Context: an optimization exercise on an open-source flow, tuned for small area and a short achievable clock period. The choices shown serve that exercise and are no tape-out recipe. The RTL was checked by simulation tests, not by an equivalence proof against the original design.

### config.mk
export PLATFORM = sky130hd
export DESIGN_NAME = mac
export DESIGN_NICKNAME = mac
export VERILOG_FILES = /design/flow/design.v
export SDC_FILE = /design/flow/constraint.sdc
export NUM_CORES = 4
export LEC_CHECK = 0
export CAP_MARGIN = 20
export CORE_MARGIN = 2
export CORE_UTILIZATION = 40
export SLEW_MARGIN = 20
### run.sh
#!/bin/bash
# synth_recipe.tcl (not shown) runs the flow's synth.tcl, then flattens the netlist and writes it again
# the make line also repeats each setting of config.mk as NAME=value (left out here)
make -C /OpenROAD-flow-scripts/flow DESIGN_CONFIG=/design/flow/config.mk WORK_HOME=/design/flow/orfs CLKGATE_MAP_FILE= SYNTH_SCRIPT=/design/flow/synth_recipe.tcl finish
### design.v
module fullreg #(  parameter N = 16 )(
    input [N-1:0] d,
    output reg [N-1:0] q,
    input clk,
    input en,
    input clr,  
    input rst   
    );
always @(posedge clk,posedge rst) begin
    if(rst)
        q=0;
    else    
    if(en==1)begin
        if(clr)
            q=0;
        else
            q=d;
    end
end
endmodule
`timescale 1ns / 1ps
module adder
   #(parameter integer N=16)
   (
    input  [N-1:0] x1,
    input  [N-1:0] x2,
    output  [N-1:0] y
    );
    assign y=$unsigned(x1)+$unsigned(x2);
endmodule
`timescale 1ns / 1ps
module mult
   #(parameter integer N=9)
   (
    input  [N-1:0] x1,
    input  [N-1:0] x2,
    output  [2*N-1:0] y
    );
    assign y=$signed(x1)*$signed(x2);
endmodule
`timescale 1ns / 1ps
module mac(
    input [15:0] x1,
    input [15:0] x2,
    input clk,
    input rst,
    input en,
    output [39:0] y
    );
     wire [39:0]adder_out,reg_out,adder_x2;
     wire [31:0] mult_out;
      mult #(.N(16)) mult0
    (
    .x1(x1),
    .x2(x2),    
    .y(mult_out)
    );
    assign adder_x2={{8{mult_out[31]}},mult_out};
     adder #(.N(40)) adder0
    (
    .x1(reg_out),
    .x2(adder_x2),
    .y(adder_out)    
    );
     fullreg #(.N(40)) reg0
    (
    .d(adder_out),
    .q(reg_out),
    .clk(clk),
    .en(en),
    .rst(rst),
    .clr(1'b0)
    );
    assign y=reg_out;
endmodule
### constraint.sdc
create_clock -name core_clock -period 12.0 [get_ports {clk}]
set_input_delay 2.4000 -clock core_clock [delete_from_list [all_inputs] [get_ports {clk}]]
set_output_delay 2.4000 -clock core_clock [all_outputs]
set_load 0.01 [all_outputs]
==> run summary <==
==> cell families after synthesis <==
kind of cell               after synthesis  synth area share, %
and+or+nand+nor                        354                 13.6
DFF                                     40                 7.60
AOI/OAI and AO/OA                      182                 9.49
buffers and inverters                  339                 9.67
adders and majority gates              388                 51.8
muxes                                   36                 3.07
xor gates and xnor gates                71                 4.72
==> how the worst min path moves through the flow <==
stage	startpoint	to	depth (start not counted)
floorplan	reg0.q[39]	reg0.q[39]	1
global placement	reg0.q[39]	reg0.q[39]	1
detailed placement	reg0.q[39]	reg0.q[39]	1
CTS	reg0.q[39]	reg0.q[39]	1
global route	reg0.q[39]	reg0.q[39]	1
finish	reg0.q[39]	reg0.q[39]	1
==> layout by cell type, fill, tap and decap left out, types with 2 or more instances in the layout <==
| master | netlist | final |
|---|---|---|
| a211oi_1 | 5 | 5 |
| a21boi_0 | 2 | 2 |
| a21o_1 | 33 | 33 |
| a21oi_1 | 58 | 58 |
| a21oi_2 | 2 | 2 |
| a311oi_1 | 2 | 2 |
| a31oi_1 | 11 | 11 |
| a31oi_4 | 2 | 2 |
| and2_1 | 126 | 126 |
| and3_1 | 8 | 8 |
| and4_1 | 3 | 3 |
| buf_4 | 0 | 13 |
| clkbuf_16 | 0 | 5 |
| clkdlybuf4s50_1 | 0 | 73 |
| dfrtp_1 | 40 | 40 |
| fa_1 | 263 | 263 |
| ha_1 | 125 | 125 |
| inv_1 | 296 | 296 |
| mux2_2 | 35 | 35 |
| nand2_1 | 137 | 137 |
| nand2b_1 | 15 | 15 |
| nand3_1 | 11 | 11 |
| nand4_1 | 7 | 7 |
| nand4b_1 | 2 | 2 |
| nor2_1 | 31 | 31 |
| nor2b_1 | 8 | 8 |
| nor3_1 | 4 | 4 |
| o211ai_1 | 2 | 2 |
| o21a_1 | 8 | 8 |
| o21ai_0 | 21 | 21 |
| o21ai_1 | 3 | 3 |
| o21bai_1 | 10 | 10 |
| o31ai_2 | 2 | 2 |
| xnor2_1 | 54 | 54 |
| xor2_1 | 17 | 17 |
==> final cells by class <==
type                    instances  share of cell area [%]
repair buffers                 87                    5.73
well taps                     442                    3.81
flip-flops and latches         40                    6.89
clock buffers                   6                   0.887
multi-input cells            1031                    75.0
clock inverters                 1                  0.0344
inverters                     296                    7.65
==> worst register-to-register path, cell delays in order, from the launching register on <==
cell and delay, ns:
dfrtp_1 0.42, ha_1 0.25, fa_1 0.41, a21o_1 0.22
a21oi_2 0.18, o21bai_1 0.15, a211oi_2 0.35, o31ai_2 0.20
a31oi_4 0.27, o21ai_2 0.11, a2111o_1 0.41, a31oi_1 0.22
xnor2_1 0.08, mux2_2 0.26
==> layer usage <==
metal  vias to the layer above  track usage (%)
met5                         -                0
met4                         0             4.60
met3                        42             1.82
met2                       149             33.2
met1                      4837             23.3
li1                       4471                -
==> through the flow <==
| step | cell area, sq um | utilization (%) | hold WS (ns) |
|---|---|---|---|
| 2_1_floorplan | 13200 | - | 0.504 |
| 3_3_place_gp | 14400 | 44.4 | 0.469 |
| 3_5_place_dp | 14400 | 44.4 | 0.467 |
| 4_1_cts | 14500 | 44.8 | 0.481 |
| 5_1_grt | 14500 | 44.8 | 0.486 |
| 6_report | 14500 | 44.8 | 0.481 |
==> impl_results.html <==
<table>
<tr><th>Metric</th><th>Value</th></tr>
<tr><th colspan="2">Synthesis</th></tr>
<tr><td>EDFF count, synth</td><td>0</td></tr>
<tr><td>Synth cell types</td><td>59</td></tr>
<tr><td>Top cells by area in the synthesized netlist</td><td>fa_1 (40%), ha_1 (12%), inv_1 (8.4%)</td></tr>
<tr><td>Proportion of register bits with asynchronous set or reset after synthesis</td><td>100%</td></tr>
<tr><td>Most used DFF post-synth</td><td>dfrtp_1</td></tr>
<tr><td>Yosys synthesis warning count</td><td>1</td></tr>
<tr><td>Most numerous cell in the Yosys netlist</td><td>inv_1</td></tr>
<tr><td>Synthesized area per cell</td><td>approximately 9.3 sq um</td></tr>
<tr><td>Instance count of the mapped netlist</td><td>roughly 1400</td></tr>
<tr><td>Most numerous cell types in the synthesized netlist</td><td>inv_1 (296), fa_1 (263), nand2_1 (137)</td></tr>
<tr><td>Yosys top cell area share</td><td>between 30% and 40%</td></tr>
<tr><td>Net Count, Synth</td><td>about 1800</td></tr>
<tr><td>Post-synthesis sequential area ratio</td><td>~7.6%</td></tr>
<tr><td>Post-synthesis sequential element count</td><td>40</td></tr>
<tr><td>Area leader, netlist</td><td>fa_1</td></tr>
<tr><td>Mapped Area</td><td>0.0132 sq mm</td></tr>
<tr><th colspan="2">STA</th></tr>
<tr><td>Final min period</td><td>11.16 ns</td></tr>
<tr><td>Slack of the critical path</td><td>roughly 0.84 ns</td></tr>
<tr><td>RSZ-0062 raised after global routing</td><td>no</td></tr>
<tr><td>Layout Skew</td><td>0.00820 ns</td></tr>
<tr><td>Max Clk Rate</td><td>around 90 MHz</td></tr>
<tr><td>Number of setup violations in the final report</td><td>0</td></tr>
<tr><td>Number of hold violations in the final report</td><td>0</td></tr>
<tr><td>Share of the clock period used by the worst path after layout</td><td>roughly 93%</td></tr>
<tr><td>Relative slew slack</td><td>approximately 30%</td></tr>
<tr><td>Transition time at the pin with the least slew margin</td><td>slightly above 1 ns</td></tr>
<tr><td>Number of max-slew violations in the final report</td><td>0</td></tr>
<tr><td>Total Neg Setup Slack</td><td>0 ns</td></tr>
<tr><th colspan="2">Drt</th></tr>
<tr><td>Count of antenna-violating nets left after detailed routing</td><td>0</td></tr>
<tr><td>Routed vias</td><td>between 9000 and 10000</td></tr>
<tr><td>Total iterations of the first detailed-routing run</td><td>5</td></tr>
<tr><td>Met1 WL</td><td>about 12000 um</td></tr>
<tr><td>Wire length on met3</td><td>a little under 800 um</td></tr>
<tr><td>Highest metal layer used by the detailed router</td><td>met4</td></tr>
<tr><td>Routed len/inst</td><td>15.6 um</td></tr>
<tr><td>Routed wire length</td><td>~30000 um</td></tr>
<tr><td>Routed wire length on met2</td><td>between 15000 and 20000 um</td></tr>
<tr><td>Post-DR vias/cell</td><td>~5.0</td></tr>
<tr><td>DRC violation count after routing</td><td>0</td></tr>
<tr><td>Number of DRC markers after the initial detailed-route iteration</td><td>375</td></tr>
<tr><th colspan="2">Cells and area</th></tr>
<tr><td>Layout filler cell count</td><td>approximately 3200</td></tr>
<tr><td>Number of nets in the final layout</td><td>between 1500 and 2000</td></tr>
<tr><td>Area occupied by multi-input gates</td><td>about 0.011 sq mm</td></tr>
<tr><td>Ratio of cells with drive above 1 in the final layout</td><td>4.72%</td></tr>
<tr><td>Seq. cell area</td><td>~0.0010 sq mm</td></tr>
<tr><td>Diodes inserted</td><td>0</td></tr>
<tr><td>Max FFs per register</td><td>40</td></tr>
<tr><td>Non-filler cells, final</td><td>between 1500 and 2000</td></tr>
<tr><td>Layout-stage area growth over the synthesis result</td><td>10.3%</td></tr>
<tr><th colspan="2">Setup path</th></tr>
<tr><td>Family of cells with the greatest summed delay on the critical path</td><td>adder cells</td></tr>
<tr><td>Critical path fanouts, max</td><td>16</td></tr>
<tr><td>R2R Path Start</td><td>reg0.q[0]</td></tr>
<tr><td>Reg-to-reg critical path endpoint</td><td>reg0.q[36]</td></tr>
<tr><td>WP data required</td><td>12.17 ns</td></tr>
<tr><td>Worst setup path endpoint</td><td>reg0.q[36]</td></tr>
<tr><td>Worst path buffer plus inverter count</td><td>6</td></tr>
<tr><td>Most frequent CP cell</td><td>fa_1</td></tr>
<tr><td>Delay contributed by the slowest stage of the critical path</td><td>approximately 0.94 ns</td></tr>
<tr><td>Count of cells along the worst register-to-register path</td><td>13</td></tr>
<tr><td>CP Depth</td><td>35</td></tr>
<tr><td>Crit path launch type</td><td>input pin</td></tr>
<tr><td>Critical path start-end classification</td><td>in -&gt; reg</td></tr>
<tr><td>Reg-to-reg setup timing slack</td><td>8.37 ns</td></tr>
<tr><td>Kind of capture point of the worst setup path</td><td>flip-flop</td></tr>
<tr><td>Setup crit start</td><td>x1[7]</td></tr>
<tr><td>Worst-path cell with the longest stage delay</td><td>clkdlybuf4s50_1</td></tr>
<tr><td>CP Data Arrival Time</td><td>roughly 11 ns</td></tr>
<tr><th colspan="2">Clock network</th></tr>
<tr><td>Clock Tree Root</td><td>clkbuf_16</td></tr>
<tr><td>Clock sink count</td><td>40</td></tr>
<tr><td>Post-cts gate resize count</td><td>0</td></tr>
<tr><td>CTS clk-pin slew, worst paths</td><td>0.06 ns</td></tr>
<tr><td>Clock network latency to the later pin of the worst-skew pair</td><td>0.29 ns</td></tr>
<tr><td># H-tree levels</td><td>2</td></tr>
<tr><td>TritonCTS clock tree</td><td>built</td></tr>
<tr><td>Cts hold-fix bufs</td><td>0</td></tr>
<tr><td>Number of setup buffers added after CTS</td><td>0</td></tr>
<tr><td>Total CTS buffers</td><td>5</td></tr>
<tr><td>Maximum buffer depth of the clock tree</td><td>2</td></tr>
<tr><th colspan="2">Global route</th></tr>
<tr><td>Global Route Usage Sum</td><td>18.3%</td></tr>
<tr><td>Antenna violations before repair</td><td>0</td></tr>
<tr><td>Overflow left after global routing</td><td>0</td></tr>
<tr><td>First-pass GRT wire length</td><td>between 40000 and 50000 um</td></tr>
<tr><td>Maximum number of pins on one net before global-route repair</td><td>between 40 and 50</td></tr>
<tr><td>Vias in the first global route</td><td>approximately 10000</td></tr>
<tr><th colspan="2">Floorplan</th></tr>
<tr><td>IO Count</td><td>75</td></tr>
<tr><td>Placeable core area</td><td>approximately 0.032 sq mm</td></tr>
<tr><td>Initial Util</td><td>around two fifths</td></tr>
<tr><td>Cell row count</td><td>66</td></tr>
<tr><td>Horizontal die dimension</td><td>between 150 and 200 um</td></tr>
<tr><td>Die ar.</td><td>roughly 0.034 sq mm</td></tr>
<tr><td>Vertical die dimension</td><td>approximately 190 um</td></tr>
<tr><th colspan="2">Placement</th></tr>
<tr><td>Worst slack after detailed placement</td><td>0.541 ns</td></tr>
<tr><td>Placed cell count</td><td>between 1500 and 2000</td></tr>
<tr><td>Half-perimeter wire length after detailed placement</td><td>25200 um</td></tr>
<tr><td># port buffers</td><td>74</td></tr>
<tr><td>Final Wtd Congestion</td><td>between 0.8 and 0.9</td></tr>
<tr><th colspan="2">Run</th></tr>
<tr><td>Max-capacitance violation count</td><td>0</td></tr>
<tr><th colspan="2">Run status</th></tr>
<tr><td>Status</td><td>no timing/DRC/antenna violations</td></tr>
<tr><th colspan="2">Worst hold path</th></tr>
<tr><td>Worst Hold Class</td><td>reg -&gt; reg</td></tr>
</table>

separate check: timing with driven ports:
In the flow no input, the clock included, has a driving cell. The finished layout below was timed again as built, in two steps. Step 1 (the two cells are an assumption about what drives the block):
set clk [get_ports {clk}]
set_driving_cell -lib_cell sky130_fd_sc_hd__clkbuf_16 $clk
set_driving_cell -lib_cell sky130_fd_sc_hd__buf_2 [delete_from_list [all_inputs] $clk]
Step 2 adds t to the input delays and takes it off the output delays; t is the mean of the earliest and latest rising clock arrival at the registers after step 1. Input paths then give back, and output paths get back, about the clock's delay inside the block. Three values: ideal ports, drivers, drivers and shift; two values: the first two.
t (ns): 0.323
slack for setup (ns): 0.845 / 0.861 / 0.538
worst register clock-pin slew, ns: 0.06 / 0.06
worst slew at a driven data input, ns: 0.04
pins driven straight from the clock port: 1
After both steps setup and hold are still met in this run. For this run, drivers alone change the setup slack by +0.016 ns; drivers and shift together by -0.307 ns.
